From an optimization exercise on the open Yosys and OpenROAD flow, aimed at small area; shortcuts taken in it are not production practice.
At most, simulation tests tie the RTL to the original design; equivalence was not proved.
No functional check of the RTL was part of runs 1 and 2.

==> flow/design.v, too long to show whole: its modules and the start of the top module <==
// module muldiv: 518 lines
// module fftq: 499 lines
// module cpu: 160 lines
module cpu (
    input wire clk,
    input wire reset,
    input wire [18:0] instr,
    output wire [18:0] pc,
    output wire halted,
    output wire rf_we,
    output wire [3:0] rf_waddr,
    output wire [18:0] rf_wdata,
    output wire dm_we,
    output wire [3:0] dm_waddr,
    output wire [18:0] dm_wdata
);
  // ...
==> flow/run.sh <==
#!/bin/bash
# synth_recipe.tcl (not shown) runs the flow's synth.tcl, then flattens the netlist and writes it again
# the make line also repeats each setting of config.mk as NAME=value (left out here)
make -C /OpenROAD-flow-scripts/flow DESIGN_CONFIG=/design/flow/config.mk WORK_HOME=/design/flow/orfs CLKGATE_MAP_FILE= SYNTH_SCRIPT=/design/flow/synth_recipe.tcl finish
==> flow/config.mk <==
export PLATFORM = sky130hd
export DESIGN_NAME = cpu
export DESIGN_NICKNAME = cpu
export VERILOG_FILES = /design/flow/design.v
export SDC_FILE = /design/flow/constraint.sdc
export NUM_CORES = 4
export LEC_CHECK = 0
export CAP_MARGIN = 20
export CORE_MARGIN = 2
export CORE_UTILIZATION = 65
export CTS_BUF_LIST = sky130_fd_sc_hd__clkbuf_8
export SLEW_MARGIN = 20
==> flow/constraint.sdc <==
create_clock -name core_clock -period 250.0 [get_ports {clk}]
set_input_delay 50.0000 -clock core_clock [delete_from_list [all_inputs] [get_ports {clk}]]
set_output_delay 50.0000 -clock core_clock [all_outputs]
set_load 0.01 [all_outputs]
==> qor_table.md, run 1 <==
| Quantity | Value |
|:---|:---|
| Result of the run | timing/DRC/antenna clean |
| Final wirelength | 168000 um |
| Average instance area after synthesis | 11.4 um2 |
| Area occupied by multi-input gates | 22300 um2 |
| Share of synthesized registers carrying an async set or reset | 6.48% |
| Logic depth of the worst setup path including buffers | 283 |
| Crit Path Category | in2out |
| Starting density of the core | 65.6% |
| Largest cells by area after synthesis | edfxtp_1 44%, fa_1 13%, a22oi_1 3.6% |
| Worst path buffer plus inverter count | 46 |
| Final GP Congestion | 1.03 |
| Number of buffers on the longest clock path | 3 |
| TritonCTS clock tree | done |
| Total of endpoints with negative setup slack in the final report | 0 |
| Max FFs per register | 304 |
| Final core utilization | 72.3% |
| Fraction of met2 tracks used by global routing | 70.1% |
| Number of slew-limit violations in the final report | 0 |
| Number of global-route vias before repair | 38200 |
| Max_slew headroom | 15.6% |
| Register containing the most flip-flops in the final layout | dm |
| Num Clock Sinks | 710 |
| Setup TNS | 0 ps |
| Routed via count divided by cell count | 7.51 |
| Total standard cell area after synthesis | 44900 um2 |
| Area share of and/or/nand/nor cells after synthesis | 13.9% |
| Gate Count Post-Synth | 3948 |
| FF+latch count, synth | 710 |
| Multi-Input Combinational | 2776 |
| Largest regs | dm x304, rf x285, stk x75 |
| Worst-margin pin slew | 1260 ps |
| Top_reg_cell synth | edfxtp_1 |
| Unrepaired setup endpoints after global routing | no |
| Worst skew pair latency | 760 ps |
| Area of all placed cells without fillers | 49500 um2 |
| Most frequent cells in the layout | 664 x edfxtp_1, 427 x nand2_1, 367 x nor2_1 |
==> run 2: changes to the inputs <==
--- a/flow/config.mk
+++ b/flow/config.mk
@@ -9,4 +9,4 @@
 export CORE_MARGIN = 2
 export CORE_UTILIZATION = 65
-export CTS_BUF_LIST = sky130_fd_sc_hd__clkbuf_8
+export CTS_BUF_LIST = sky130_fd_sc_hd__clkbuf_4
 export SLEW_MARGIN = 20
==> run 2 against run 1 <==
Net effect:
- first-iteration DRC count is 2.3% lower
- utilization rose by 0.29 points
- setup slack worse by 28 ps
- clock-buffer cell count grew 127
- critical path type unchanged
- critical endpoint unchanged
- largest cell class unchanged
==> qor_table.md, run 2 <==
| Quantity | Value | Delta |
|:---|:---|:---|
| Register containing the most flip-flops in the final layout | dm |  |
| Critical Path Sink Type | primary output |  |
| Max incr delay on CP | 1000 ps |  |
| Post-CTS Hold Fix Bufs | 0 |  |
| DRT iter0 DRCs | 6799 |  |
| TritonCTS clock tree | done |  |
| Unrepaired setup endpoints after global routing | no |  |
| Busiest layer in global routing | met2 |  |
| Starting density of the core | 65.6% | unchanged |
| Crit Path Category | in2out |  |
| Synth top area share | 44.4% |  |
| Max_cap viols | 0 |  |
| Setup Skew | 130 ps |  |
| Family of cells with the greatest summed delay on the critical path | adder cells |  |
| Clock slew at reported path FFs | 80 ps |  |
| Minimum clock period after layout | 187380 ps |  |
| Root buffer cell | clkbuf_4 |  |
| Maximum number of pins on one net before global-route repair | 65 |  |
| CTS H-Tree Depth | 4 |  |
| Final antenna-violating net count | 0 |  |
| Final setup slack of the worst path | 62620 ps |  |
| Top_reg_cell synth | edfxtp_1 |  |
| Max_slew headroom | 21.5% | +5.9 points |
| CP dominant cell by count | fa_1 |  |
| Drt wl/cell | 32.7 um |  |
| Nets | 4542 |  |
| Largest regs | dm x304, rf x285, stk x75 |  |
| Number of search-and-repair iterations in the first detailed-routing pass | 14 |  |
| Via Count | 38300 |  |
| Data arrival time of the critical path | 137380 ps |  |
| Crit-path max FO | 32 |  |
| Final GP Congestion | 1.03 | unchanged |
| Post-synth top area cell | edfxtp_1 |  |
| FF+latch count, synth | 710 | unchanged |
| Global-route wire length before repair | 246000 um |  |
| Area of all placed cells without fillers | 49700 um2 | +0.41% |
| Die Wd | 267 um |  |
| Sequential cell area fraction in the yosys report | 47.0% |  |
| Gate Count Post-Synth | 3948 | unchanged |
| Post-Place Setup Slack | 63370 ps |  |
| Highest clock rate | 5.34 MHz |  |
| Number of unique standard cell types used by synthesis | 109 |  |
| Max FFs per register | 304 | unchanged |
| Class of the most critical hold timing path | reg2reg |  |
| Final wirelength | 169000 um | +0.10% |
| Average instance area after synthesis | 11.4 um2 | unchanged |
| Area delta synth->final | 10.7% |  |
| Routed via count divided by cell count | 7.45 | -0.77% |
| Portion of the clock cycle consumed by the worst path in the final layout | 75.0% |  |
| Largest cells by area after synthesis | edfxtp_1 44%, fa_1 13%, a22oi_1 3.6% |  |
| Share of synthesized registers carrying an async set or reset | 6.48% | unchanged |
| Critical Path Slowest Stage Cell | clkdlybuf4s50_1 |  |
| Number of buffers on the longest clock path | 3 | unchanged |
| Met3 Track Usage GR | 17.7% |  |
| Number of slew-limit violations in the final report | 0 | unchanged |
| Yosys synthesis warning count | 1 |  |
| All-layer global routing usage | 47.6% |  |
| Worst skew pair latency | 1100 ps | +340 ps |
| Height of the die | 267 um |  |
| Cells resized by post-CTS repair | 0 |  |
| Result of the run | timing/DRC/antenna clean |  |
| M1 GR Usage | 58.8% |  |
| Antenna violations before repair | 7 |  |
| Number of port buffers | 80 |  |
| EDFF count, synth | 664 |  |
| Post-placement cell area | 47400 um2 |  |
| Setup TNS | 0 ps | unchanged |
| Final core utilization | 72.6% | +0.29 points |
| Worst slack on hold paths | 465 ps |  |
| Num Clock Sinks | 710 | unchanged |
| Congestion Overflow GR | 0 |  |
| Most common library cell in the layout ignoring fill and taps | edfxtp_1 |  |
| Startpoint class of the critical path | input pin |  |
| Post-CTS Setup Bufs | 0 |  |
| Worst path buffer plus inverter count | 44 | -4.3% |
| Total of endpoints with negative setup slack in the final report | 0 | unchanged |
| Total standard cell area after synthesis | 44900 um2 | unchanged |
| Most frequent cells in the layout | 664 x edfxtp_1, 427 x nand2_1, 367 x nor2_1 |  |
| DR DRC count | 0 |  |
| Hold Violations, Final | 0 |  |
| Core Box Area | 68500 um2 |  |
| Required arrival time at the worst endpoint | 200000 ps |  |
| Final HPWL from detailed placement | 110000 um |  |
| Number of buffers created by CTS | 168 |  |
| Most frequent cells after synthesis | 664 x edfxtp_1, 427 x nand2_1, 388 x nor2_1 |  |
| Worst-margin pin slew | 1170 ps | -87.9 ps |
| I/O pin count | 89 |  |
| Row cnt | 96 |  |
| Most repeated cell in the gate-level netlist after synthesis | edfxtp_1 |  |
| Layout cells sized above 1 | 15.0% |  |
| Number of global-route vias before repair | 38700 | +1.3% |
| Die outline area | 71200 um2 |  |
| Fraction of met2 tracks used by global routing | 70.8% | +0.67 points |
-- run 2: cell counts after synthesis --
Identical to the previous run, type by type.
-- run 2: cell families (layout without fill, tap and decap cells) --
group	Yosys count	in the layout	share of synthesized area, %
muxes	116	116	3.34
buffers and inverters	469	774	4.21
DFF	710	710	47.0
and+or+nand+nor	1302	1302	13.9
AOI/OAI and AO/OA	874	874	14.2
adders and majority gates	387	387	15.6
xor gates and xnor gates	89	89	1.74
other	1	14	0.00835
-- run 2: path summary, 6_finish.rpt --
path / startpoint / to / slack, ps / cells past startpoint
min in group asynchronous: reset / pcr[6]$_DFFE_PP0N_ / 49470 / 2
min: dv[15]$_DFFE_PP0P_ / dv[15]$_DFFE_PP0P_ / 460 / 1
max reg2reg: rv[1]$_DFFE_PP0P_ / rf[12][18]$_DFFE_PP_ / 163590 / 278
min reg2reg: dv[15]$_DFFE_PP0P_ / dv[15]$_DFFE_PP0P_ / 460 / 1
max: instr[9] / rf_wdata[18] / 62620 / 281
max in group asynchronous: reset / pcr[7]$_DFFE_PP0N_ / 199920 / 2
-- run 2: area by class of cell --
cell class / count / area, um2
inverters: 222 / 835
well taps: 882 / 1100
clock buffers: 233 / 1750
diodes: 6 / 15.0
flip-flops and latches: 710 / 21100
clock inverters: 63 / 504
repair buffers: 256 / 2110
fillers: 4584 / 18700
multi-input cells: 2776 / 22300
-- run 2: through the flow --
step	cells
2_1_floorplan	3955
3_3_place_gp	4846
3_5_place_dp	4846
4_1_cts	5142
5_1_grt	5146
6_report	5148
-- run 2: metal layers --
metal | vias up | routed length (um)
met1 | 18300 | 54600
li1 | 15100 | -
met2 | 3835 | 73300
met5 | - | 43
met3 | 1029 | 27400
met4 | 6 | 13200
==> module muldiv, before the edit <==
module muldiv(input [18:0] a, input [18:0] b, input div, input mul, output [18:0] p, output [18:0] q);
  wire [18:0] bx = b ^ {19{div}};
  wire [18:0] hz;   
  assign hz[18] = ~b[18];
  assign hz[17] = hz[18] & ~b[17];
  assign hz[16] = hz[17] & ~b[16];
  assign hz[15] = hz[16] & ~b[15];
  assign hz[14] = hz[15] & ~b[14];
  assign hz[13] = hz[14] & ~b[13];
  assign hz[12] = hz[13] & ~b[12];
  assign hz[11] = hz[12] & ~b[11];
  assign hz[10] = hz[11] & ~b[10];
  assign hz[9] = hz[10] & ~b[9];
  assign hz[8] = hz[9] & ~b[8];
  assign hz[7] = hz[8] & ~b[7];
  assign hz[6] = hz[7] & ~b[6];
  assign hz[5] = hz[6] & ~b[5];
  assign hz[4] = hz[5] & ~b[4];
  assign hz[3] = hz[4] & ~b[3];
  assign hz[2] = hz[3] & ~b[2];
  assign hz[1] = hz[2] & ~b[1];
  assign hz[0] = 1'b0;
  wire [0:0] x18, y18, s18, r18; wire [1:0] c18; wire g18 = div | a[18];
  assign x18 = div & a[18];
  assign y18 = bx[0:0] & {1{g18}};
  assign c18[0] = div;
  assign s18[0] = x18[0] ^ y18[0] ^ c18[0];
  assign c18[1] = (x18[0] & y18[0]) | (c18[0] & (x18[0] ^ y18[0]));
  assign q[18] = c18[1] & hz[1];
  assign r18 = (mul | q[18]) ? s18 : x18;
  wire [1:0] x17, y17, s17, r17; wire [2:0] c17; wire g17 = div | a[17];
  assign x17 = {r18[0:0], div & a[17]};
  assign y17 = bx[1:0] & {2{g17}};
  assign c17[0] = div;
  assign s17[0] = x17[0] ^ y17[0] ^ c17[0];
  assign c17[1] = (x17[0] & y17[0]) | (c17[0] & (x17[0] ^ y17[0]));
  assign s17[1] = x17[1] ^ y17[1] ^ c17[1];
  assign c17[2] = (x17[1] & y17[1]) | (c17[1] & (x17[1] ^ y17[1]));
  assign q[17] = c17[2] & hz[2];
  assign r17 = (mul | q[17]) ? s17 : x17;
  wire [2:0] x16, y16, s16, r16; wire [3:0] c16; wire g16 = div | a[16];
  assign x16 = {r17[1:0], div & a[16]};
  assign y16 = bx[2:0] & {3{g16}};
  assign c16[0] = div;
  assign s16[0] = x16[0] ^ y16[0] ^ c16[0];
  assign c16[1] = (x16[0] & y16[0]) | (c16[0] & (x16[0] ^ y16[0]));
  assign s16[1] = x16[1] ^ y16[1] ^ c16[1];
  assign c16[2] = (x16[1] & y16[1]) | (c16[1] & (x16[1] ^ y16[1]));
  assign s16[2] = x16[2] ^ y16[2] ^ c16[2];
  assign c16[3] = (x16[2] & y16[2]) | (c16[2] & (x16[2] ^ y16[2]));
  assign q[16] = c16[3] & hz[3];
  assign r16 = (mul | q[16]) ? s16 : x16;
  wire [3:0] x15, y15, s15, r15; wire [4:0] c15; wire g15 = div | a[15];
  assign x15 = {r16[2:0], div & a[15]};
  assign y15 = bx[3:0] & {4{g15}};
  assign c15[0] = div;
  assign s15[0] = x15[0] ^ y15[0] ^ c15[0];
  assign c15[1] = (x15[0] & y15[0]) | (c15[0] & (x15[0] ^ y15[0]));
  assign s15[1] = x15[1] ^ y15[1] ^ c15[1];
  assign c15[2] = (x15[1] & y15[1]) | (c15[1] & (x15[1] ^ y15[1]));
  assign s15[2] = x15[2] ^ y15[2] ^ c15[2];
  assign c15[3] = (x15[2] & y15[2]) | (c15[2] & (x15[2] ^ y15[2]));
  assign s15[3] = x15[3] ^ y15[3] ^ c15[3];
  assign c15[4] = (x15[3] & y15[3]) | (c15[3] & (x15[3] ^ y15[3]));
  assign q[15] = c15[4] & hz[4];
  assign r15 = (mul | q[15]) ? s15 : x15;
  wire [4:0] x14, y14, s14, r14; wire [5:0] c14; wire g14 = div | a[14];
  assign x14 = {r15[3:0], div & a[14]};
  assign y14 = bx[4:0] & {5{g14}};
  assign c14[0] = div;
  assign s14[0] = x14[0] ^ y14[0] ^ c14[0];
  assign c14[1] = (x14[0] & y14[0]) | (c14[0] & (x14[0] ^ y14[0]));
  assign s14[1] = x14[1] ^ y14[1] ^ c14[1];
  assign c14[2] = (x14[1] & y14[1]) | (c14[1] & (x14[1] ^ y14[1]));
  assign s14[2] = x14[2] ^ y14[2] ^ c14[2];
  assign c14[3] = (x14[2] & y14[2]) | (c14[2] & (x14[2] ^ y14[2]));
  assign s14[3] = x14[3] ^ y14[3] ^ c14[3];
  assign c14[4] = (x14[3] & y14[3]) | (c14[3] & (x14[3] ^ y14[3]));
  assign s14[4] = x14[4] ^ y14[4] ^ c14[4];
  assign c14[5] = (x14[4] & y14[4]) | (c14[4] & (x14[4] ^ y14[4]));
  assign q[14] = c14[5] & hz[5];
  assign r14 = (mul | q[14]) ? s14 : x14;
  wire [5:0] x13, y13, s13, r13; wire [6:0] c13; wire g13 = div | a[13];
  assign x13 = {r14[4:0], div & a[13]};
  assign y13 = bx[5:0] & {6{g13}};
  assign c13[0] = div;
  assign s13[0] = x13[0] ^ y13[0] ^ c13[0];
  assign c13[1] = (x13[0] & y13[0]) | (c13[0] & (x13[0] ^ y13[0]));
  assign s13[1] = x13[1] ^ y13[1] ^ c13[1];
  assign c13[2] = (x13[1] & y13[1]) | (c13[1] & (x13[1] ^ y13[1]));
  assign s13[2] = x13[2] ^ y13[2] ^ c13[2];
  assign c13[3] = (x13[2] & y13[2]) | (c13[2] & (x13[2] ^ y13[2]));
  assign s13[3] = x13[3] ^ y13[3] ^ c13[3];
  assign c13[4] = (x13[3] & y13[3]) | (c13[3] & (x13[3] ^ y13[3]));
  assign s13[4] = x13[4] ^ y13[4] ^ c13[4];
  assign c13[5] = (x13[4] & y13[4]) | (c13[4] & (x13[4] ^ y13[4]));
  assign s13[5] = x13[5] ^ y13[5] ^ c13[5];
  assign c13[6] = (x13[5] & y13[5]) | (c13[5] & (x13[5] ^ y13[5]));
  assign q[13] = c13[6] & hz[6];
  assign r13 = (mul | q[13]) ? s13 : x13;
  wire [6:0] x12, y12, s12, r12; wire [7:0] c12; wire g12 = div | a[12];
  assign x12 = {r13[5:0], div & a[12]};
  assign y12 = bx[6:0] & {7{g12}};
  assign c12[0] = div;
  assign s12[0] = x12[0] ^ y12[0] ^ c12[0];
  assign c12[1] = (x12[0] & y12[0]) | (c12[0] & (x12[0] ^ y12[0]));
  assign s12[1] = x12[1] ^ y12[1] ^ c12[1];
  assign c12[2] = (x12[1] & y12[1]) | (c12[1] & (x12[1] ^ y12[1]));
  assign s12[2] = x12[2] ^ y12[2] ^ c12[2];
  assign c12[3] = (x12[2] & y12[2]) | (c12[2] & (x12[2] ^ y12[2]));
  assign s12[3] = x12[3] ^ y12[3] ^ c12[3];
  assign c12[4] = (x12[3] & y12[3]) | (c12[3] & (x12[3] ^ y12[3]));
  assign s12[4] = x12[4] ^ y12[4] ^ c12[4];
  assign c12[5] = (x12[4] & y12[4]) | (c12[4] & (x12[4] ^ y12[4]));
  assign s12[5] = x12[5] ^ y12[5] ^ c12[5];
  assign c12[6] = (x12[5] & y12[5]) | (c12[5] & (x12[5] ^ y12[5]));
  assign s12[6] = x12[6] ^ y12[6] ^ c12[6];
  assign c12[7] = (x12[6] & y12[6]) | (c12[6] & (x12[6] ^ y12[6]));
  assign q[12] = c12[7] & hz[7];
  assign r12 = (mul | q[12]) ? s12 : x12;
  wire [7:0] x11, y11, s11, r11; wire [8:0] c11; wire g11 = div | a[11];
  assign x11 = {r12[6:0], div & a[11]};
  assign y11 = bx[7:0] & {8{g11}};
  assign c11[0] = div;
  assign s11[0] = x11[0] ^ y11[0] ^ c11[0];
  assign c11[1] = (x11[0] & y11[0]) | (c11[0] & (x11[0] ^ y11[0]));
  assign s11[1] = x11[1] ^ y11[1] ^ c11[1];
  assign c11[2] = (x11[1] & y11[1]) | (c11[1] & (x11[1] ^ y11[1]));
  assign s11[2] = x11[2] ^ y11[2] ^ c11[2];
  assign c11[3] = (x11[2] & y11[2]) | (c11[2] & (x11[2] ^ y11[2]));
  assign s11[3] = x11[3] ^ y11[3] ^ c11[3];
  assign c11[4] = (x11[3] & y11[3]) | (c11[3] & (x11[3] ^ y11[3]));
  assign s11[4] = x11[4] ^ y11[4] ^ c11[4];
  assign c11[5] = (x11[4] & y11[4]) | (c11[4] & (x11[4] ^ y11[4]));
  assign s11[5] = x11[5] ^ y11[5] ^ c11[5];
  assign c11[6] = (x11[5] & y11[5]) | (c11[5] & (x11[5] ^ y11[5]));
  assign s11[6] = x11[6] ^ y11[6] ^ c11[6];
  assign c11[7] = (x11[6] & y11[6]) | (c11[6] & (x11[6] ^ y11[6]));
  assign s11[7] = x11[7] ^ y11[7] ^ c11[7];
  assign c11[8] = (x11[7] & y11[7]) | (c11[7] & (x11[7] ^ y11[7]));
  assign q[11] = c11[8] & hz[8];
  assign r11 = (mul | q[11]) ? s11 : x11;
  wire [8:0] x10, y10, s10, r10; wire [9:0] c10; wire g10 = div | a[10];
  assign x10 = {r11[7:0], div & a[10]};
  assign y10 = bx[8:0] & {9{g10}};
  assign c10[0] = div;
  assign s10[0] = x10[0] ^ y10[0] ^ c10[0];
  assign c10[1] = (x10[0] & y10[0]) | (c10[0] & (x10[0] ^ y10[0]));
  assign s10[1] = x10[1] ^ y10[1] ^ c10[1];
  assign c10[2] = (x10[1] & y10[1]) | (c10[1] & (x10[1] ^ y10[1]));
  assign s10[2] = x10[2] ^ y10[2] ^ c10[2];
  assign c10[3] = (x10[2] & y10[2]) | (c10[2] & (x10[2] ^ y10[2]));
  assign s10[3] = x10[3] ^ y10[3] ^ c10[3];
  assign c10[4] = (x10[3] & y10[3]) | (c10[3] & (x10[3] ^ y10[3]));
  assign s10[4] = x10[4] ^ y10[4] ^ c10[4];
  assign c10[5] = (x10[4] & y10[4]) | (c10[4] & (x10[4] ^ y10[4]));
  assign s10[5] = x10[5] ^ y10[5] ^ c10[5];
  assign c10[6] = (x10[5] & y10[5]) | (c10[5] & (x10[5] ^ y10[5]));
  assign s10[6] = x10[6] ^ y10[6] ^ c10[6];
  assign c10[7] = (x10[6] & y10[6]) | (c10[6] & (x10[6] ^ y10[6]));
  assign s10[7] = x10[7] ^ y10[7] ^ c10[7];
  assign c10[8] = (x10[7] & y10[7]) | (c10[7] & (x10[7] ^ y10[7]));
  assign s10[8] = x10[8] ^ y10[8] ^ c10[8];
  assign c10[9] = (x10[8] & y10[8]) | (c10[8] & (x10[8] ^ y10[8]));
  assign q[10] = c10[9] & hz[9];
  assign r10 = (mul | q[10]) ? s10 : x10;
  wire [9:0] x9, y9, s9, r9; wire [10:0] c9; wire g9 = div | a[9];
  assign x9 = {r10[8:0], div & a[9]};
  assign y9 = bx[9:0] & {10{g9}};
  assign c9[0] = div;
  assign s9[0] = x9[0] ^ y9[0] ^ c9[0];
  assign c9[1] = (x9[0] & y9[0]) | (c9[0] & (x9[0] ^ y9[0]));
  assign s9[1] = x9[1] ^ y9[1] ^ c9[1];
  assign c9[2] = (x9[1] & y9[1]) | (c9[1] & (x9[1] ^ y9[1]));
  assign s9[2] = x9[2] ^ y9[2] ^ c9[2];
  assign c9[3] = (x9[2] & y9[2]) | (c9[2] & (x9[2] ^ y9[2]));
  assign s9[3] = x9[3] ^ y9[3] ^ c9[3];
  assign c9[4] = (x9[3] & y9[3]) | (c9[3] & (x9[3] ^ y9[3]));
  assign s9[4] = x9[4] ^ y9[4] ^ c9[4];
  assign c9[5] = (x9[4] & y9[4]) | (c9[4] & (x9[4] ^ y9[4]));
  assign s9[5] = x9[5] ^ y9[5] ^ c9[5];
  assign c9[6] = (x9[5] & y9[5]) | (c9[5] & (x9[5] ^ y9[5]));
  assign s9[6] = x9[6] ^ y9[6] ^ c9[6];
  assign c9[7] = (x9[6] & y9[6]) | (c9[6] & (x9[6] ^ y9[6]));
  assign s9[7] = x9[7] ^ y9[7] ^ c9[7];
  assign c9[8] = (x9[7] & y9[7]) | (c9[7] & (x9[7] ^ y9[7]));
  assign s9[8] = x9[8] ^ y9[8] ^ c9[8];
  assign c9[9] = (x9[8] & y9[8]) | (c9[8] & (x9[8] ^ y9[8]));
  assign s9[9] = x9[9] ^ y9[9] ^ c9[9];
  assign c9[10] = (x9[9] & y9[9]) | (c9[9] & (x9[9] ^ y9[9]));
  assign q[9] = c9[10] & hz[10];
  assign r9 = (mul | q[9]) ? s9 : x9;
  wire [10:0] x8, y8, s8, r8; wire [11:0] c8; wire g8 = div | a[8];
  assign x8 = {r9[9:0], div & a[8]};
  assign y8 = bx[10:0] & {11{g8}};
  assign c8[0] = div;
  assign s8[0] = x8[0] ^ y8[0] ^ c8[0];
  assign c8[1] = (x8[0] & y8[0]) | (c8[0] & (x8[0] ^ y8[0]));
  assign s8[1] = x8[1] ^ y8[1] ^ c8[1];
  assign c8[2] = (x8[1] & y8[1]) | (c8[1] & (x8[1] ^ y8[1]));
  assign s8[2] = x8[2] ^ y8[2] ^ c8[2];
  assign c8[3] = (x8[2] & y8[2]) | (c8[2] & (x8[2] ^ y8[2]));
  assign s8[3] = x8[3] ^ y8[3] ^ c8[3];
  assign c8[4] = (x8[3] & y8[3]) | (c8[3] & (x8[3] ^ y8[3]));
  assign s8[4] = x8[4] ^ y8[4] ^ c8[4];
  assign c8[5] = (x8[4] & y8[4]) | (c8[4] & (x8[4] ^ y8[4]));
  assign s8[5] = x8[5] ^ y8[5] ^ c8[5];
  assign c8[6] = (x8[5] & y8[5]) | (c8[5] & (x8[5] ^ y8[5]));
  assign s8[6] = x8[6] ^ y8[6] ^ c8[6];
  assign c8[7] = (x8[6] & y8[6]) | (c8[6] & (x8[6] ^ y8[6]));
  assign s8[7] = x8[7] ^ y8[7] ^ c8[7];
  assign c8[8] = (x8[7] & y8[7]) | (c8[7] & (x8[7] ^ y8[7]));
  assign s8[8] = x8[8] ^ y8[8] ^ c8[8];
  assign c8[9] = (x8[8] & y8[8]) | (c8[8] & (x8[8] ^ y8[8]));
  assign s8[9] = x8[9] ^ y8[9] ^ c8[9];
  assign c8[10] = (x8[9] & y8[9]) | (c8[9] & (x8[9] ^ y8[9]));
  assign s8[10] = x8[10] ^ y8[10] ^ c8[10];
  assign c8[11] = (x8[10] & y8[10]) | (c8[10] & (x8[10] ^ y8[10]));
  assign q[8] = c8[11] & hz[11];
  assign r8 = (mul | q[8]) ? s8 : x8;
  wire [11:0] x7, y7, s7, r7; wire [12:0] c7; wire g7 = div | a[7];
  assign x7 = {r8[10:0], div & a[7]};
  assign y7 = bx[11:0] & {12{g7}};
  assign c7[0] = div;
  assign s7[0] = x7[0] ^ y7[0] ^ c7[0];
  assign c7[1] = (x7[0] & y7[0]) | (c7[0] & (x7[0] ^ y7[0]));
  assign s7[1] = x7[1] ^ y7[1] ^ c7[1];
  assign c7[2] = (x7[1] & y7[1]) | (c7[1] & (x7[1] ^ y7[1]));
  assign s7[2] = x7[2] ^ y7[2] ^ c7[2];
  assign c7[3] = (x7[2] & y7[2]) | (c7[2] & (x7[2] ^ y7[2]));
  assign s7[3] = x7[3] ^ y7[3] ^ c7[3];
  assign c7[4] = (x7[3] & y7[3]) | (c7[3] & (x7[3] ^ y7[3]));
  assign s7[4] = x7[4] ^ y7[4] ^ c7[4];
  assign c7[5] = (x7[4] & y7[4]) | (c7[4] & (x7[4] ^ y7[4]));
  assign s7[5] = x7[5] ^ y7[5] ^ c7[5];
  assign c7[6] = (x7[5] & y7[5]) | (c7[5] & (x7[5] ^ y7[5]));
  assign s7[6] = x7[6] ^ y7[6] ^ c7[6];
  assign c7[7] = (x7[6] & y7[6]) | (c7[6] & (x7[6] ^ y7[6]));
  assign s7[7] = x7[7] ^ y7[7] ^ c7[7];
  assign c7[8] = (x7[7] & y7[7]) | (c7[7] & (x7[7] ^ y7[7]));
  assign s7[8] = x7[8] ^ y7[8] ^ c7[8];
  assign c7[9] = (x7[8] & y7[8]) | (c7[8] & (x7[8] ^ y7[8]));
  assign s7[9] = x7[9] ^ y7[9] ^ c7[9];
  assign c7[10] = (x7[9] & y7[9]) | (c7[9] & (x7[9] ^ y7[9]));
  assign s7[10] = x7[10] ^ y7[10] ^ c7[10];
  assign c7[11] = (x7[10] & y7[10]) | (c7[10] & (x7[10] ^ y7[10]));
  assign s7[11] = x7[11] ^ y7[11] ^ c7[11];
  assign c7[12] = (x7[11] & y7[11]) | (c7[11] & (x7[11] ^ y7[11]));
  assign q[7] = c7[12] & hz[12];
  assign r7 = (mul | q[7]) ? s7 : x7;
  wire [12:0] x6, y6, s6, r6; wire [13:0] c6; wire g6 = div | a[6];
  assign x6 = {r7[11:0], div & a[6]};
  assign y6 = bx[12:0] & {13{g6}};
  assign c6[0] = div;
  assign s6[0] = x6[0] ^ y6[0] ^ c6[0];
  assign c6[1] = (x6[0] & y6[0]) | (c6[0] & (x6[0] ^ y6[0]));
  assign s6[1] = x6[1] ^ y6[1] ^ c6[1];
  assign c6[2] = (x6[1] & y6[1]) | (c6[1] & (x6[1] ^ y6[1]));
  assign s6[2] = x6[2] ^ y6[2] ^ c6[2];
  assign c6[3] = (x6[2] & y6[2]) | (c6[2] & (x6[2] ^ y6[2]));
  assign s6[3] = x6[3] ^ y6[3] ^ c6[3];
  assign c6[4] = (x6[3] & y6[3]) | (c6[3] & (x6[3] ^ y6[3]));
  assign s6[4] = x6[4] ^ y6[4] ^ c6[4];
  assign c6[5] = (x6[4] & y6[4]) | (c6[4] & (x6[4] ^ y6[4]));
  assign s6[5] = x6[5] ^ y6[5] ^ c6[5];
  assign c6[6] = (x6[5] & y6[5]) | (c6[5] & (x6[5] ^ y6[5]));
  assign s6[6] = x6[6] ^ y6[6] ^ c6[6];
  assign c6[7] = (x6[6] & y6[6]) | (c6[6] & (x6[6] ^ y6[6]));
  assign s6[7] = x6[7] ^ y6[7] ^ c6[7];
  assign c6[8] = (x6[7] & y6[7]) | (c6[7] & (x6[7] ^ y6[7]));
  assign s6[8] = x6[8] ^ y6[8] ^ c6[8];
  assign c6[9] = (x6[8] & y6[8]) | (c6[8] & (x6[8] ^ y6[8]));
  assign s6[9] = x6[9] ^ y6[9] ^ c6[9];
  assign c6[10] = (x6[9] & y6[9]) | (c6[9] & (x6[9] ^ y6[9]));
  assign s6[10] = x6[10] ^ y6[10] ^ c6[10];
  assign c6[11] = (x6[10] & y6[10]) | (c6[10] & (x6[10] ^ y6[10]));
  assign s6[11] = x6[11] ^ y6[11] ^ c6[11];
  assign c6[12] = (x6[11] & y6[11]) | (c6[11] & (x6[11] ^ y6[11]));
  assign s6[12] = x6[12] ^ y6[12] ^ c6[12];
  assign c6[13] = (x6[12] & y6[12]) | (c6[12] & (x6[12] ^ y6[12]));
  assign q[6] = c6[13] & hz[13];
  assign r6 = (mul | q[6]) ? s6 : x6;
  wire [13:0] x5, y5, s5, r5; wire [14:0] c5; wire g5 = div | a[5];
  assign x5 = {r6[12:0], div & a[5]};
  assign y5 = bx[13:0] & {14{g5}};
  assign c5[0] = div;
  assign s5[0] = x5[0] ^ y5[0] ^ c5[0];
  assign c5[1] = (x5[0] & y5[0]) | (c5[0] & (x5[0] ^ y5[0]));
  assign s5[1] = x5[1] ^ y5[1] ^ c5[1];
  assign c5[2] = (x5[1] & y5[1]) | (c5[1] & (x5[1] ^ y5[1]));
  assign s5[2] = x5[2] ^ y5[2] ^ c5[2];
  assign c5[3] = (x5[2] & y5[2]) | (c5[2] & (x5[2] ^ y5[2]));
  assign s5[3] = x5[3] ^ y5[3] ^ c5[3];
  assign c5[4] = (x5[3] & y5[3]) | (c5[3] & (x5[3] ^ y5[3]));
  assign s5[4] = x5[4] ^ y5[4] ^ c5[4];
  assign c5[5] = (x5[4] & y5[4]) | (c5[4] & (x5[4] ^ y5[4]));
  assign s5[5] = x5[5] ^ y5[5] ^ c5[5];
  assign c5[6] = (x5[5] & y5[5]) | (c5[5] & (x5[5] ^ y5[5]));
  assign s5[6] = x5[6] ^ y5[6] ^ c5[6];
  assign c5[7] = (x5[6] & y5[6]) | (c5[6] & (x5[6] ^ y5[6]));
  assign s5[7] = x5[7] ^ y5[7] ^ c5[7];
  assign c5[8] = (x5[7] & y5[7]) | (c5[7] & (x5[7] ^ y5[7]));
  assign s5[8] = x5[8] ^ y5[8] ^ c5[8];
  assign c5[9] = (x5[8] & y5[8]) | (c5[8] & (x5[8] ^ y5[8]));
  assign s5[9] = x5[9] ^ y5[9] ^ c5[9];
  assign c5[10] = (x5[9] & y5[9]) | (c5[9] & (x5[9] ^ y5[9]));
  assign s5[10] = x5[10] ^ y5[10] ^ c5[10];
  assign c5[11] = (x5[10] & y5[10]) | (c5[10] & (x5[10] ^ y5[10]));
  assign s5[11] = x5[11] ^ y5[11] ^ c5[11];
  assign c5[12] = (x5[11] & y5[11]) | (c5[11] & (x5[11] ^ y5[11]));
  assign s5[12] = x5[12] ^ y5[12] ^ c5[12];
  assign c5[13] = (x5[12] & y5[12]) | (c5[12] & (x5[12] ^ y5[12]));
  assign s5[13] = x5[13] ^ y5[13] ^ c5[13];
  assign c5[14] = (x5[13] & y5[13]) | (c5[13] & (x5[13] ^ y5[13]));
  assign q[5] = c5[14] & hz[14];
  assign r5 = (mul | q[5]) ? s5 : x5;
  wire [14:0] x4, y4, s4, r4; wire [15:0] c4; wire g4 = div | a[4];
  assign x4 = {r5[13:0], div & a[4]};
  assign y4 = bx[14:0] & {15{g4}};
  assign c4[0] = div;
  assign s4[0] = x4[0] ^ y4[0] ^ c4[0];
  assign c4[1] = (x4[0] & y4[0]) | (c4[0] & (x4[0] ^ y4[0]));
  assign s4[1] = x4[1] ^ y4[1] ^ c4[1];
  assign c4[2] = (x4[1] & y4[1]) | (c4[1] & (x4[1] ^ y4[1]));
  assign s4[2] = x4[2] ^ y4[2] ^ c4[2];
  assign c4[3] = (x4[2] & y4[2]) | (c4[2] & (x4[2] ^ y4[2]));
  assign s4[3] = x4[3] ^ y4[3] ^ c4[3];
  assign c4[4] = (x4[3] & y4[3]) | (c4[3] & (x4[3] ^ y4[3]));
  assign s4[4] = x4[4] ^ y4[4] ^ c4[4];
  assign c4[5] = (x4[4] & y4[4]) | (c4[4] & (x4[4] ^ y4[4]));
  assign s4[5] = x4[5] ^ y4[5] ^ c4[5];
  assign c4[6] = (x4[5] & y4[5]) | (c4[5] & (x4[5] ^ y4[5]));
  assign s4[6] = x4[6] ^ y4[6] ^ c4[6];
  assign c4[7] = (x4[6] & y4[6]) | (c4[6] & (x4[6] ^ y4[6]));
  assign s4[7] = x4[7] ^ y4[7] ^ c4[7];
  assign c4[8] = (x4[7] & y4[7]) | (c4[7] & (x4[7] ^ y4[7]));
  assign s4[8] = x4[8] ^ y4[8] ^ c4[8];
  assign c4[9] = (x4[8] & y4[8]) | (c4[8] & (x4[8] ^ y4[8]));
  assign s4[9] = x4[9] ^ y4[9] ^ c4[9];
  assign c4[10] = (x4[9] & y4[9]) | (c4[9] & (x4[9] ^ y4[9]));
  assign s4[10] = x4[10] ^ y4[10] ^ c4[10];
  assign c4[11] = (x4[10] & y4[10]) | (c4[10] & (x4[10] ^ y4[10]));
  assign s4[11] = x4[11] ^ y4[11] ^ c4[11];
  assign c4[12] = (x4[11] & y4[11]) | (c4[11] & (x4[11] ^ y4[11]));
  assign s4[12] = x4[12] ^ y4[12] ^ c4[12];
  assign c4[13] = (x4[12] & y4[12]) | (c4[12] & (x4[12] ^ y4[12]));
  assign s4[13] = x4[13] ^ y4[13] ^ c4[13];
  assign c4[14] = (x4[13] & y4[13]) | (c4[13] & (x4[13] ^ y4[13]));
  assign s4[14] = x4[14] ^ y4[14] ^ c4[14];
  assign c4[15] = (x4[14] & y4[14]) | (c4[14] & (x4[14] ^ y4[14]));
  assign q[4] = c4[15] & hz[15];
  assign r4 = (mul | q[4]) ? s4 : x4;
  wire [15:0] x3, y3, s3, r3; wire [16:0] c3; wire g3 = div | a[3];
  assign x3 = {r4[14:0], div & a[3]};
  assign y3 = bx[15:0] & {16{g3}};
  assign c3[0] = div;
  assign s3[0] = x3[0] ^ y3[0] ^ c3[0];
  assign c3[1] = (x3[0] & y3[0]) | (c3[0] & (x3[0] ^ y3[0]));
  assign s3[1] = x3[1] ^ y3[1] ^ c3[1];
  assign c3[2] = (x3[1] & y3[1]) | (c3[1] & (x3[1] ^ y3[1]));
  assign s3[2] = x3[2] ^ y3[2] ^ c3[2];
  assign c3[3] = (x3[2] & y3[2]) | (c3[2] & (x3[2] ^ y3[2]));
  assign s3[3] = x3[3] ^ y3[3] ^ c3[3];
  assign c3[4] = (x3[3] & y3[3]) | (c3[3] & (x3[3] ^ y3[3]));
  assign s3[4] = x3[4] ^ y3[4] ^ c3[4];
  assign c3[5] = (x3[4] & y3[4]) | (c3[4] & (x3[4] ^ y3[4]));
  assign s3[5] = x3[5] ^ y3[5] ^ c3[5];
  assign c3[6] = (x3[5] & y3[5]) | (c3[5] & (x3[5] ^ y3[5]));
  assign s3[6] = x3[6] ^ y3[6] ^ c3[6];
  assign c3[7] = (x3[6] & y3[6]) | (c3[6] & (x3[6] ^ y3[6]));
  assign s3[7] = x3[7] ^ y3[7] ^ c3[7];
  assign c3[8] = (x3[7] & y3[7]) | (c3[7] & (x3[7] ^ y3[7]));
  assign s3[8] = x3[8] ^ y3[8] ^ c3[8];
  assign c3[9] = (x3[8] & y3[8]) | (c3[8] & (x3[8] ^ y3[8]));
  assign s3[9] = x3[9] ^ y3[9] ^ c3[9];
  assign c3[10] = (x3[9] & y3[9]) | (c3[9] & (x3[9] ^ y3[9]));
  assign s3[10] = x3[10] ^ y3[10] ^ c3[10];
  assign c3[11] = (x3[10] & y3[10]) | (c3[10] & (x3[10] ^ y3[10]));
  assign s3[11] = x3[11] ^ y3[11] ^ c3[11];
  assign c3[12] = (x3[11] & y3[11]) | (c3[11] & (x3[11] ^ y3[11]));
  assign s3[12] = x3[12] ^ y3[12] ^ c3[12];
  assign c3[13] = (x3[12] & y3[12]) | (c3[12] & (x3[12] ^ y3[12]));
  assign s3[13] = x3[13] ^ y3[13] ^ c3[13];
  assign c3[14] = (x3[13] & y3[13]) | (c3[13] & (x3[13] ^ y3[13]));
  assign s3[14] = x3[14] ^ y3[14] ^ c3[14];
  assign c3[15] = (x3[14] & y3[14]) | (c3[14] & (x3[14] ^ y3[14]));
  assign s3[15] = x3[15] ^ y3[15] ^ c3[15];
  assign c3[16] = (x3[15] & y3[15]) | (c3[15] & (x3[15] ^ y3[15]));
  assign q[3] = c3[16] & hz[16];
  assign r3 = (mul | q[3]) ? s3 : x3;
  wire [16:0] x2, y2, s2, r2; wire [17:0] c2; wire g2 = div | a[2];
  assign x2 = {r3[15:0], div & a[2]};
  assign y2 = bx[16:0] & {17{g2}};
  assign c2[0] = div;
  assign s2[0] = x2[0] ^ y2[0] ^ c2[0];
  assign c2[1] = (x2[0] & y2[0]) | (c2[0] & (x2[0] ^ y2[0]));
  assign s2[1] = x2[1] ^ y2[1] ^ c2[1];
  assign c2[2] = (x2[1] & y2[1]) | (c2[1] & (x2[1] ^ y2[1]));
  assign s2[2] = x2[2] ^ y2[2] ^ c2[2];
  assign c2[3] = (x2[2] & y2[2]) | (c2[2] & (x2[2] ^ y2[2]));
  assign s2[3] = x2[3] ^ y2[3] ^ c2[3];
  assign c2[4] = (x2[3] & y2[3]) | (c2[3] & (x2[3] ^ y2[3]));
  assign s2[4] = x2[4] ^ y2[4] ^ c2[4];
  assign c2[5] = (x2[4] & y2[4]) | (c2[4] & (x2[4] ^ y2[4]));
  assign s2[5] = x2[5] ^ y2[5] ^ c2[5];
  assign c2[6] = (x2[5] & y2[5]) | (c2[5] & (x2[5] ^ y2[5]));
  assign s2[6] = x2[6] ^ y2[6] ^ c2[6];
  assign c2[7] = (x2[6] & y2[6]) | (c2[6] & (x2[6] ^ y2[6]));
  assign s2[7] = x2[7] ^ y2[7] ^ c2[7];
  assign c2[8] = (x2[7] & y2[7]) | (c2[7] & (x2[7] ^ y2[7]));
  assign s2[8] = x2[8] ^ y2[8] ^ c2[8];
  assign c2[9] = (x2[8] & y2[8]) | (c2[8] & (x2[8] ^ y2[8]));
  assign s2[9] = x2[9] ^ y2[9] ^ c2[9];
  assign c2[10] = (x2[9] & y2[9]) | (c2[9] & (x2[9] ^ y2[9]));
  assign s2[10] = x2[10] ^ y2[10] ^ c2[10];
  assign c2[11] = (x2[10] & y2[10]) | (c2[10] & (x2[10] ^ y2[10]));
  assign s2[11] = x2[11] ^ y2[11] ^ c2[11];
  assign c2[12] = (x2[11] & y2[11]) | (c2[11] & (x2[11] ^ y2[11]));
  assign s2[12] = x2[12] ^ y2[12] ^ c2[12];
  assign c2[13] = (x2[12] & y2[12]) | (c2[12] & (x2[12] ^ y2[12]));
  assign s2[13] = x2[13] ^ y2[13] ^ c2[13];
  assign c2[14] = (x2[13] & y2[13]) | (c2[13] & (x2[13] ^ y2[13]));
  assign s2[14] = x2[14] ^ y2[14] ^ c2[14];
  assign c2[15] = (x2[14] & y2[14]) | (c2[14] & (x2[14] ^ y2[14]));
  assign s2[15] = x2[15] ^ y2[15] ^ c2[15];
  assign c2[16] = (x2[15] & y2[15]) | (c2[15] & (x2[15] ^ y2[15]));
  assign s2[16] = x2[16] ^ y2[16] ^ c2[16];
  assign c2[17] = (x2[16] & y2[16]) | (c2[16] & (x2[16] ^ y2[16]));
  assign q[2] = c2[17] & hz[17];
  assign r2 = (mul | q[2]) ? s2 : x2;
  wire [17:0] x1, y1, s1, r1; wire [18:0] c1; wire g1 = div | a[1];
  assign x1 = {r2[16:0], div & a[1]};
  assign y1 = bx[17:0] & {18{g1}};
  assign c1[0] = div;
  assign s1[0] = x1[0] ^ y1[0] ^ c1[0];
  assign c1[1] = (x1[0] & y1[0]) | (c1[0] & (x1[0] ^ y1[0]));
  assign s1[1] = x1[1] ^ y1[1] ^ c1[1];
  assign c1[2] = (x1[1] & y1[1]) | (c1[1] & (x1[1] ^ y1[1]));
  assign s1[2] = x1[2] ^ y1[2] ^ c1[2];
  assign c1[3] = (x1[2] & y1[2]) | (c1[2] & (x1[2] ^ y1[2]));
  assign s1[3] = x1[3] ^ y1[3] ^ c1[3];
  assign c1[4] = (x1[3] & y1[3]) | (c1[3] & (x1[3] ^ y1[3]));
  assign s1[4] = x1[4] ^ y1[4] ^ c1[4];
  assign c1[5] = (x1[4] & y1[4]) | (c1[4] & (x1[4] ^ y1[4]));
  assign s1[5] = x1[5] ^ y1[5] ^ c1[5];
  assign c1[6] = (x1[5] & y1[5]) | (c1[5] & (x1[5] ^ y1[5]));
  assign s1[6] = x1[6] ^ y1[6] ^ c1[6];
  assign c1[7] = (x1[6] & y1[6]) | (c1[6] & (x1[6] ^ y1[6]));
  assign s1[7] = x1[7] ^ y1[7] ^ c1[7];
  assign c1[8] = (x1[7] & y1[7]) | (c1[7] & (x1[7] ^ y1[7]));
  assign s1[8] = x1[8] ^ y1[8] ^ c1[8];
  assign c1[9] = (x1[8] & y1[8]) | (c1[8] & (x1[8] ^ y1[8]));
  assign s1[9] = x1[9] ^ y1[9] ^ c1[9];
  assign c1[10] = (x1[9] & y1[9]) | (c1[9] & (x1[9] ^ y1[9]));
  assign s1[10] = x1[10] ^ y1[10] ^ c1[10];
  assign c1[11] = (x1[10] & y1[10]) | (c1[10] & (x1[10] ^ y1[10]));
  assign s1[11] = x1[11] ^ y1[11] ^ c1[11];
  assign c1[12] = (x1[11] & y1[11]) | (c1[11] & (x1[11] ^ y1[11]));
  assign s1[12] = x1[12] ^ y1[12] ^ c1[12];
  assign c1[13] = (x1[12] & y1[12]) | (c1[12] & (x1[12] ^ y1[12]));
  assign s1[13] = x1[13] ^ y1[13] ^ c1[13];
  assign c1[14] = (x1[13] & y1[13]) | (c1[13] & (x1[13] ^ y1[13]));
  assign s1[14] = x1[14] ^ y1[14] ^ c1[14];
  assign c1[15] = (x1[14] & y1[14]) | (c1[14] & (x1[14] ^ y1[14]));
  assign s1[15] = x1[15] ^ y1[15] ^ c1[15];
  assign c1[16] = (x1[15] & y1[15]) | (c1[15] & (x1[15] ^ y1[15]));
  assign s1[16] = x1[16] ^ y1[16] ^ c1[16];
  assign c1[17] = (x1[16] & y1[16]) | (c1[16] & (x1[16] ^ y1[16]));
  assign s1[17] = x1[17] ^ y1[17] ^ c1[17];
  assign c1[18] = (x1[17] & y1[17]) | (c1[17] & (x1[17] ^ y1[17]));
  assign q[1] = c1[18] & hz[18];
  assign r1 = (mul | q[1]) ? s1 : x1;
  wire [18:0] x0, y0, s0, r0; wire [19:0] c0; wire g0 = div | a[0];
  assign x0 = {r1[17:0], div & a[0]};
  assign y0 = bx[18:0] & {19{g0}};
  assign c0[0] = div;
  assign s0[0] = x0[0] ^ y0[0] ^ c0[0];
  assign c0[1] = (x0[0] & y0[0]) | (c0[0] & (x0[0] ^ y0[0]));
  assign s0[1] = x0[1] ^ y0[1] ^ c0[1];
  assign c0[2] = (x0[1] & y0[1]) | (c0[1] & (x0[1] ^ y0[1]));
  assign s0[2] = x0[2] ^ y0[2] ^ c0[2];
  assign c0[3] = (x0[2] & y0[2]) | (c0[2] & (x0[2] ^ y0[2]));
  assign s0[3] = x0[3] ^ y0[3] ^ c0[3];
  assign c0[4] = (x0[3] & y0[3]) | (c0[3] & (x0[3] ^ y0[3]));
  assign s0[4] = x0[4] ^ y0[4] ^ c0[4];
  assign c0[5] = (x0[4] & y0[4]) | (c0[4] & (x0[4] ^ y0[4]));
  assign s0[5] = x0[5] ^ y0[5] ^ c0[5];
  assign c0[6] = (x0[5] & y0[5]) | (c0[5] & (x0[5] ^ y0[5]));
  assign s0[6] = x0[6] ^ y0[6] ^ c0[6];
  assign c0[7] = (x0[6] & y0[6]) | (c0[6] & (x0[6] ^ y0[6]));
  assign s0[7] = x0[7] ^ y0[7] ^ c0[7];
  assign c0[8] = (x0[7] & y0[7]) | (c0[7] & (x0[7] ^ y0[7]));
  assign s0[8] = x0[8] ^ y0[8] ^ c0[8];
  assign c0[9] = (x0[8] & y0[8]) | (c0[8] & (x0[8] ^ y0[8]));
  assign s0[9] = x0[9] ^ y0[9] ^ c0[9];
  assign c0[10] = (x0[9] & y0[9]) | (c0[9] & (x0[9] ^ y0[9]));
  assign s0[10] = x0[10] ^ y0[10] ^ c0[10];
  assign c0[11] = (x0[10] & y0[10]) | (c0[10] & (x0[10] ^ y0[10]));
  assign s0[11] = x0[11] ^ y0[11] ^ c0[11];
  assign c0[12] = (x0[11] & y0[11]) | (c0[11] & (x0[11] ^ y0[11]));
  assign s0[12] = x0[12] ^ y0[12] ^ c0[12];
  assign c0[13] = (x0[12] & y0[12]) | (c0[12] & (x0[12] ^ y0[12]));
  assign s0[13] = x0[13] ^ y0[13] ^ c0[13];
  assign c0[14] = (x0[13] & y0[13]) | (c0[13] & (x0[13] ^ y0[13]));
  assign s0[14] = x0[14] ^ y0[14] ^ c0[14];
  assign c0[15] = (x0[14] & y0[14]) | (c0[14] & (x0[14] ^ y0[14]));
  assign s0[15] = x0[15] ^ y0[15] ^ c0[15];
  assign c0[16] = (x0[15] & y0[15]) | (c0[15] & (x0[15] ^ y0[15]));
  assign s0[16] = x0[16] ^ y0[16] ^ c0[16];
  assign c0[17] = (x0[16] & y0[16]) | (c0[16] & (x0[16] ^ y0[16]));
  assign s0[17] = x0[17] ^ y0[17] ^ c0[17];
  assign c0[18] = (x0[17] & y0[17]) | (c0[17] & (x0[17] ^ y0[17]));
  assign s0[18] = x0[18] ^ y0[18] ^ c0[18];
  assign c0[19] = (x0[18] & y0[18]) | (c0[18] & (x0[18] ^ y0[18]));
  assign q[0] = c0[19] & 1'b1;
  assign r0 = (mul | q[0]) ? s0 : x0;
  assign p = s0;
endmodule
==> module cpu, before the edit <==
module cpu (
    input wire clk,
    input wire reset,
    input wire [18:0] instr,
    output wire [18:0] pc,
    output wire halted,
    output wire rf_we,
    output wire [3:0] rf_waddr,
    output wire [18:0] rf_wdata,
    output wire dm_we,
    output wire [3:0] dm_waddr,
    output wire [18:0] dm_wdata
);
    reg [10:0] pcr;
    wire halt = |pcr[10:5];
    wire run = ~halt;
    assign pc = {8'd0, pcr};
    assign halted = halt;
    wire [3:0] op = instr[18:15];
    wire op_r   = (op == 4'b0001);
    wire op_i   = (op == 4'b0010);
    wire op_j   = (op == 4'b0011);
    wire op_b   = (op == 4'b0100);
    wire op_ld  = (op == 4'b0101);
    wire op_st  = (op == 4'b0110);
    wire op_cal = (op == 4'b0111);
    wire op_ret = (op == 4'b1000);
    wire op_enc = (op == 4'b1001) | (op == 4'b1010);
    wire op_fft = (op == 4'b1011);
    wire [2:0] f  = instr[2:0];
    wire [1:0] f2 = instr[10:9];
    reg [18:0] rf [1:15];
    reg [15:1] rv;
    wire [3:0] ra1 = instr[14:11];
    wire [3:0] ra2 = instr[10:7];
    wire [3:0] wa  = op_ld ? instr[14:11] : instr[6:3];
    reg [18:0] rd1, rd2;
    integer j;
    always @(*) begin
        rd1 = 19'd0; rd2 = 19'd0;
        for (j = 1; j < 16; j = j + 1) begin
            rd1 = rd1 | (rf[j] & {19{rv[j] & (ra1 == j)}});
            rd2 = rd2 | (rf[j] & {19{rv[j] & (ra2 == j)}});
        end
    end
    wire rf_wen = run & (op_r | op_i | op_ld) & (wa != 4'd0);
    reg [18:0] dm [0:15];
    reg [15:0] dv;
    wire [3:0] da = instr[3:0];
    reg [18:0] dinit;
    always @(*) begin
        case (da)
            4'd0: dinit = 19'd5;
            4'd1: dinit = 19'h1A2B6;
            4'd4: dinit = 19'd3;
            default: dinit = 19'd0;
        endcase
    end
    reg [18:0] dmr;
    integer m;
    always @(*) begin
        dmr = dinit & {19{~dv[da]}};
        for (m = 0; m < 16; m = m + 1)
            dmr = dmr | (dm[m] & {19{dv[m] & (da == m)}});
    end
    wire dm_wen = run & (op_st | op_enc | op_fft);
    wire a_sub = op_b | f[0];
    wire [18:0] ay = op_i ? {19{f2 == 2'b01}} : (rd2 ^ {19{a_sub}});
    wire acin = op_i ? (f2 == 2'b00) : a_sub;
    wire [19:0] ac;
    wire [18:0] asum;
    assign ac[0] = acin;
    genvar k;
    generate
        for (k = 0; k < 19; k = k + 1) begin : add
            assign asum[k] = rd1[k] ^ ay[k] ^ ac[k];
            assign ac[k+1] = (rd1[k] & ay[k]) | (ac[k] & (rd1[k] ^ ay[k]));
        end
    endgenerate
    wire [18:0] prod, quot;
    muldiv md (.a(rd1), .b(rd2), .div(f[0]), .mul(~f[0]), .p(prod), .q(quot));
    wire bnz = |rd2;
    reg [18:0] alu;
    always @(*) begin
        if (op_i) alu = (f2 == 2'b10) ? ~rd1 : asum;
        else case (f)
            3'b000, 3'b001: alu = asum;
            3'b010: alu = prod;
            3'b011: alu = bnz ? quot : 19'd0;
            3'b100: alu = rd1 & rd2;
            3'b101: alu = rd1 | rd2;
            3'b110: alu = rd1 ^ rd2;
            default: alu = ~rd1;
        endcase
    end
    wire fs = dmr[18];
    wire [18:0] fv = dmr ^ {19{fs}};           
    wire [17:0] fq;
    fftq fq0 (.m({fv[17:1], 1'b1}), .q(fq));   
    wire f_odd = dmr[0];
    wire f_inv = dmr[2] & (dmr[0] | ~dmr[1]);
    wire [18:0] fb = f_odd ? {1'b0, fq} : fv;
    wire f_m1 = &dmr;                           
    wire f_dec = f_odd & f_inv & fs & ~f_m1;
    wire f_inc = f_odd ? (f_inv & (~fs | f_m1)) : (fs ^ f_inv);
    wire [19:0] ft;
    wire [18:0] fres;
    assign ft[0] = f_inc | f_dec;
    generate
        for (k = 0; k < 19; k = k + 1) begin : fid
            assign fres[k] = fb[k] ^ ft[k];
            assign ft[k+1] = ft[k] & (fb[k] ^ f_dec);
        end
    endgenerate
    reg [3:0] sp;
    reg [4:0] stk [0:14];
    wire s_full = (sp == 4'd0);
    wire s_empty = (sp == 4'd15);
    wire [4:0] stop = stk[sp];
    wire do_call = run & op_cal & ~s_full;
    wire do_ret  = run & op_ret & ~s_empty;
    wire eq = ~|asum;
    wire taken = op_b & (instr[0] ? ~eq : eq);
    wire [4:0] ib = (op_ret & ~s_empty) ? stop : pcr[4:0];
    wire [5:0] inc = {&ib, ib[4:0] ^ {&ib[3:0], &ib[2:0], &ib[1:0], ib[0], 1'b1}};
    wire [10:0] pnext = (op_j | (op_cal & ~s_full)) ? instr[10:0] :
                        taken ? {4'd0, instr[7:1]} : {5'd0, inc};
    always @(posedge clk or posedge reset) begin
        if (reset) pcr <= 11'd0;
        else if (run) pcr <= pnext;
    end
    always @(posedge clk or posedge reset) begin
        if (reset) sp <= 4'd15;
        else if (do_call) sp <= sp - 4'd1;
        else if (do_ret) sp <= sp + 4'd1;
    end
    always @(posedge clk) begin
        if (do_call) stk[sp - 4'd1] <= pcr[4:0];
    end
    always @(posedge clk or posedge reset) begin
        if (reset) rv <= 15'd0;
        else if (rf_wen) rv[wa] <= 1'b1;
    end
    always @(posedge clk) begin
        if (rf_wen) rf[wa] <= rf_wdata;
    end
    always @(posedge clk or posedge reset) begin
        if (reset) dv <= 16'd0;
        else if (dm_wen) dv[da] <= 1'b1;
    end
    always @(posedge clk) begin
        if (dm_wen) dm[da] <= dm_wdata;
    end
    assign rf_we = rf_wen;
    assign rf_waddr = wa;
    assign rf_wdata = op_ld ? dmr : alu;
    assign dm_we = dm_wen;
    assign dm_waddr = da;
    assign dm_wdata = op_enc ? (dmr ^ 19'h1A2B3) : op_fft ? fres : rd1;
endmodule
==> run 3: changes to the inputs <==
--- a/flow/design.v
+++ b/flow/design.v
@@ -515,5 +515,5 @@
   assign q[0] = c0[19] & 1'b1;
   assign r0 = (mul | q[0]) ? s0 : x0;
-  assign p = s0;
+  assign p = r0;
 endmodule
 module fftq(input [17:0] m, output [17:0] q);
@@ -1053,13 +1053,7 @@
     wire [3:0] ra2 = instr[10:7];
     wire [3:0] wa  = op_ld ? instr[14:11] : instr[6:3];
-    reg [18:0] rd1, rd2;
-    integer j;
-    always @(*) begin
-        rd1 = 19'd0; rd2 = 19'd0;
-        for (j = 1; j < 16; j = j + 1) begin
-            rd1 = rd1 | (rf[j] & {19{rv[j] & (ra1 == j)}});
-            rd2 = rd2 | (rf[j] & {19{rv[j] & (ra2 == j)}});
-        end
-    end
+    wire [15:0] rvx = {rv, 1'b0};
+    wire [18:0] rd1 = rvx[ra1] ? rf[ra1] : 19'd0;
+    wire [18:0] rd2 = rvx[ra2] ? rf[ra2] : 19'd0;
     wire rf_wen = run & (op_r | op_i | op_ld) & (wa != 4'd0);
     reg [18:0] dm [0:15];
@@ -1075,15 +1069,8 @@
         endcase
     end
-    reg [18:0] dmr;
-    integer m;
-    always @(*) begin
-        dmr = dinit & {19{~dv[da]}};
-        for (m = 0; m < 16; m = m + 1)
-            dmr = dmr | (dm[m] & {19{dv[m] & (da == m)}});
-    end
+    wire [18:0] dmr = dv[da] ? dm[da] : dinit;
     wire dm_wen = run & (op_st | op_enc | op_fft);
-    wire a_sub = op_b | f[0];
-    wire [18:0] ay = op_i ? {19{f2 == 2'b01}} : (rd2 ^ {19{a_sub}});
-    wire acin = op_i ? (f2 == 2'b00) : a_sub;
+    wire [18:0] ay = op_r ? (rd2 ^ {19{f[0]}}) : {19{f2 == 2'b01}};
+    wire acin = op_r ? f[0] : (f2 == 2'b00);
     wire [19:0] ac;
     wire [18:0] asum;
@@ -1122,13 +1109,5 @@
     wire f_dec = f_odd & f_inv & fs & ~f_m1;
     wire f_inc = f_odd ? (f_inv & (~fs | f_m1)) : (fs ^ f_inv);
-    wire [19:0] ft;
-    wire [18:0] fres;
-    assign ft[0] = f_inc | f_dec;
-    generate
-        for (k = 0; k < 19; k = k + 1) begin : fid
-            assign fres[k] = fb[k] ^ ft[k];
-            assign ft[k+1] = ft[k] & (fb[k] ^ f_dec);
-        end
-    endgenerate
+    wire [18:0] fres = f_dec ? (fb - 19'd1) : (fb + {18'd0, f_inc});
     reg [3:0] sp;
     reg [4:0] stk [0:14];
@@ -1138,8 +1117,8 @@
     wire do_call = run & op_cal & ~s_full;
     wire do_ret  = run & op_ret & ~s_empty;
-    wire eq = ~|asum;
+    wire eq = (rd1 == rd2);
     wire taken = op_b & (instr[0] ? ~eq : eq);
     wire [4:0] ib = (op_ret & ~s_empty) ? stop : pcr[4:0];
-    wire [5:0] inc = {&ib, ib[4:0] ^ {&ib[3:0], &ib[2:0], &ib[1:0], ib[0], 1'b1}};
+    wire [5:0] inc = {1'b0, ib} + 6'd1;
     wire [10:0] pnext = (op_j | (op_cal & ~s_full)) ? instr[10:0] :
                         taken ? {4'd0, instr[7:1]} : {5'd0, inc};
--- a/flow/config.mk
+++ b/flow/config.mk
@@ -8,5 +8,4 @@
 export CAP_MARGIN = 20
 export CORE_MARGIN = 2
-export CORE_UTILIZATION = 65
-export CTS_BUF_LIST = sky130_fd_sc_hd__clkbuf_4
+export CORE_UTILIZATION = 40
 export SLEW_MARGIN = 20
==> run 3 against run 2 <==
Net effect:
- setup slack improved by 3800 ps
- critical endpoint is now rf_wdata[10]
- sequential cell count is the same
- final cell count increased by 3.3%
- via count is 17% lower
==> qor_table.md, run 3 <==
| Quantity | Value | Delta |
|:---|:---|:---|
| Result of the run | timing/DRC/antenna clean |  |
| Row cnt | 125 | +30% |
| Number of buffers on the longest clock path | 3 | unchanged |
| TritonCTS clock tree | done |  |
| Worst skew pair latency | 640 ps | -460 ps |
| Cells resized by post-CTS repair | 0 | unchanged |
| Post-placement cell area | 49700 um2 | +4.9% |
| Drt wl/cell | 27.5 um | -16% |
| Required arrival time at the worst endpoint | 200000 ps | about the same |
| Most common library cell in the layout ignoring fill and taps | edfxtp_1 |  |
| Crit Path Category | in2out |  |
| DRT iter0 DRCs | 3841 | -44% |
| Max FFs per register | 304 | unchanged |
| CTS H-Tree Depth | 3 | -1 |
| Class of the most critical hold timing path | reg2reg |  |
| Via Count | 32000 | -17% |
| Startpoint class of the critical path | input pin |  |
| Critical Path Slowest Stage Cell | buf_4 |  |
| Nets | 4160 | -8.4% |
| Area of all placed cells without fillers | 52000 um2 | +4.5% |
| Final antenna-violating net count | 0 | unchanged |
| Critical Path Sink Type | primary output |  |
| Antenna violations before repair | 1 | -6 |
| Most frequent cells after synthesis | 664 x edfxtp_1, 419 x nor2_1, 315 x nand2_1 |  |
| Synth top area share | 42.6% | -1.8 points |
| Gate Count Post-Synth | 3646 | -7.6% |
| Final wirelength | 146000 um | -13% |
| Highest clock rate | 5.45 MHz | +2.1% |
| Setup Skew | 39.4 ps | -90.7 ps |
| Post-CTS Hold Fix Bufs | 0 | unchanged |
| Average instance area after synthesis | 12.8 um2 | +13% |
| Total of endpoints with negative setup slack in the final report | 0 | unchanged |
| Total standard cell area after synthesis | 46800 um2 | +4.2% |
| Routed met2 length | 65700 um | -10% |
| Setup TNS | 0 ps | unchanged |
| Top layer used by detailed routing | met4 |  |
| Sequential cell area fraction in the yosys report | 45.1% | -1.9 points |
| Number of port buffers | 80 | unchanged |
| Share of synthesized registers carrying an async set or reset | 6.48% | unchanged |
| Post-CTS Setup Bufs | 0 | unchanged |
| DR DRC count | 0 | unchanged |
| Maximum number of pins on one net before global-route repair | 55 | -15% |
| Core Box Area | 116000 um2 | +70% |
| Number of inserted filler cells in the final layout | 10600 | +130% |
| Portion of the clock cycle consumed by the worst path in the final layout | 73.4% | -1.5 points |
| Final GP Congestion | 1.00 | -2.9% |
| Largest regs | dm x304, rf x285, stk x75 |  |
| Number of unique standard cell types used by synthesis | 110 | +0.92% |
| Worst-margin pin slew | 1140 ps | -32.5 ps |
| EDFF count, synth | 664 | unchanged |
| Height of the die | 346 um | +30% |
| Sequential Area | 21100 um2 | unchanged |
| Minimum clock period after layout | 183590 ps | -3790 ps |
| Post-Place Setup Slack | 66730 ps | +3360 ps |
| FF+latch count, synth | 710 | unchanged |
| Max incr delay on CP | 710 ps | -290 ps |
| Root buffer cell | clkbuf_16 |  |
| Max_cap viols | 0 | unchanged |
| Congestion Overflow GR | 0 | unchanged |
| Max_slew headroom | 23.6% | +2.1 points |
| Routed via count divided by cell count | 6.02 | -19% |
| Starting density of the core | 40.3% | -25 points |
| Number of global-route vias before repair | 32200 | -17% |
| CP dominant cell by count | fa_1 |  |
| Register containing the most flip-flops in the final layout | dm |  |
| Met3 layer wire length in the routed design | 13800 um | -50% |
| Area delta synth->final | 11.0% |  |
| Number of buffers created by CTS | 72 | -57% |
| Num Clock Sinks | 710 | unchanged |
| Final setup slack of the worst path | 66410 ps | +3790 ps |
| Number of slew-limit violations in the final report | 0 | unchanged |
| Number of search-and-repair iterations in the first detailed-routing pass | 6 | -8 |
| Crit-path max FO | 46 | +44% |
| Unrepaired setup endpoints after global routing | no |  |
| Hold Violations, Final | 0 | unchanged |
| Die Wd | 346 um | +30% |
| Largest cells by area after synthesis | edfxtp_1 43%, fa_1 12%, mux4_2 12% |  |
| Post-synth top area cell | edfxtp_1 |  |
| Clock slew at reported path FFs | 60 ps | -20 ps |
| Layout cells sized above 1 | 18.7% | +3.7 points |
| Final core utilization | 44.7% | -28 points |
| Total inserted antenna cells | 0 | -6 |
| Most frequent cells in the layout | 664 x edfxtp_1, 406 x nor2_1, 315 x nand2_1 |  |
| Data arrival time of the critical path | 133590 ps | -3790 ps |
| Detailed-routing wirelength on met1 | 61600 um | +13% |
| Most repeated cell in the gate-level netlist after synthesis | edfxtp_1 |  |
| Area occupied by multi-input gates | 24100 um2 | +7.9% |
| All-layer global routing usage | 24.3% | -23 points |
| Yosys synthesis warning count | 1 | unchanged |
| Die outline area | 120000 um2 | +68% |
| Final HPWL from detailed placement | 103000 um | -7.0% |
| Top_reg_cell synth | edfxtp_1 |  |
| I/O pin count | 89 | unchanged |
| Global-route wire length before repair | 217000 um | -12% |
-- run 3: layer usage --
| layer | up-vias | global-route usage [%] |
|---|---|---|
| met4 | 0 | 8.36 |
| met1 | 16500 | 34.6 |
| met3 | 294 | 4.94 |
| li1 | 13700 | - |
| met5 | - | 0 |
| met2 | 1522 | 37.2 |
-- run 3: area by class of cell --
class / instances / area share, %
repair buffers: 222 / 3.54
clock inverters: 38 / 0.628
well taps: 1524 / 3.67
flip-flops and latches: 710 / 40.6
clock buffers: 92 / 3.67
inverters: 219 / 1.58
multi-input cells: 2511 / 46.3
-- run 3: worst paths after layout --
check / startpoint / endpoint / slack (ps) / cells after the start
max: instr[7] / rf_wdata[10] / 66410 / 283
min: dv[5]$_DFFE_PP0P_ / dv[5]$_DFFE_PP0P_ / 450 / 1
max reg2reg: rv[6]$_DFFE_PP0P_ / rf[10][6]$_DFFE_PP_ / 167570 / 278
min reg2reg: dv[5]$_DFFE_PP0P_ / dv[5]$_DFFE_PP0P_ / 450 / 1
max in group asynchronous: reset / pcr[0]$_DFFE_PP0N_ / 199620 / 3
min in group asynchronous: reset / rv[10]$_DFFE_PP0P_ / 49880 / 3
-- run 3: logic make-up after synthesis --
family / share of synthesized area (%)
adder cells (fa/ha/maj): 15.4
multiplexers: 15.6
flip-flops: 45.1
AO/OA/AOI/OAI: 9.34
buffers and inverters: 3.95
XOR/XNOR: 1.14
other: 0.00801
AND/OR/NAND/NOR: 9.51
-- run 3: stage by stage --
stage,instances,hold slack [ps]
2_1_floorplan,3653,423
3_3_place_gp,5186,436
3_5_place_dp,5186,440
4_1_cts,5316,455
5_1_grt,5316,463
6_report,5316,453
-- run 3: worst max-delay path, delay by kind of cell --
kind,cells,cell delay (ps)
mux,7,2580
fa+ha+maj,171,62010
simple gates,28,4890
buf+inv,40,5740
compound gates,37,8150

==> separate check: timing with driven ports <==
Ports are ideal in the flow. The routed layouts listed here were re-timed in OpenROAD.
Step 1 (the two cells are an assumption about what drives the block):
set clk [get_ports {clk}]
set_driving_cell -lib_cell sky130_fd_sc_hd__clkbuf_16 $clk
set_driving_cell -lib_cell sky130_fd_sc_hd__buf_2 [delete_from_list [all_inputs] $clk]
Step 2 also shifts input and output timing later by t, the mid clock arrival at the registers, as if the neighbouring blocks saw the same clock.
Three values: ideal, step 1, step 2; two values: the first two.
| run | t, ns | setup slack, ns | cell pins on the clock port's net |
|---|---|---|---|
| run 1 | 0.804 | 62.649 / 62.628 / 62.628 | 1 |
| run 2 | 1.096 | 62.621 / 62.594 / 62.594 | 1 |
| run 3 | 0.684 | 66.413 / 66.369 / 66.369 | 1 |
After both steps every run listed still meets setup and hold. For run 3, which loses most, drivers alone change the setup slack by -0.044 ns; drivers and shift together by -0.044 ns.
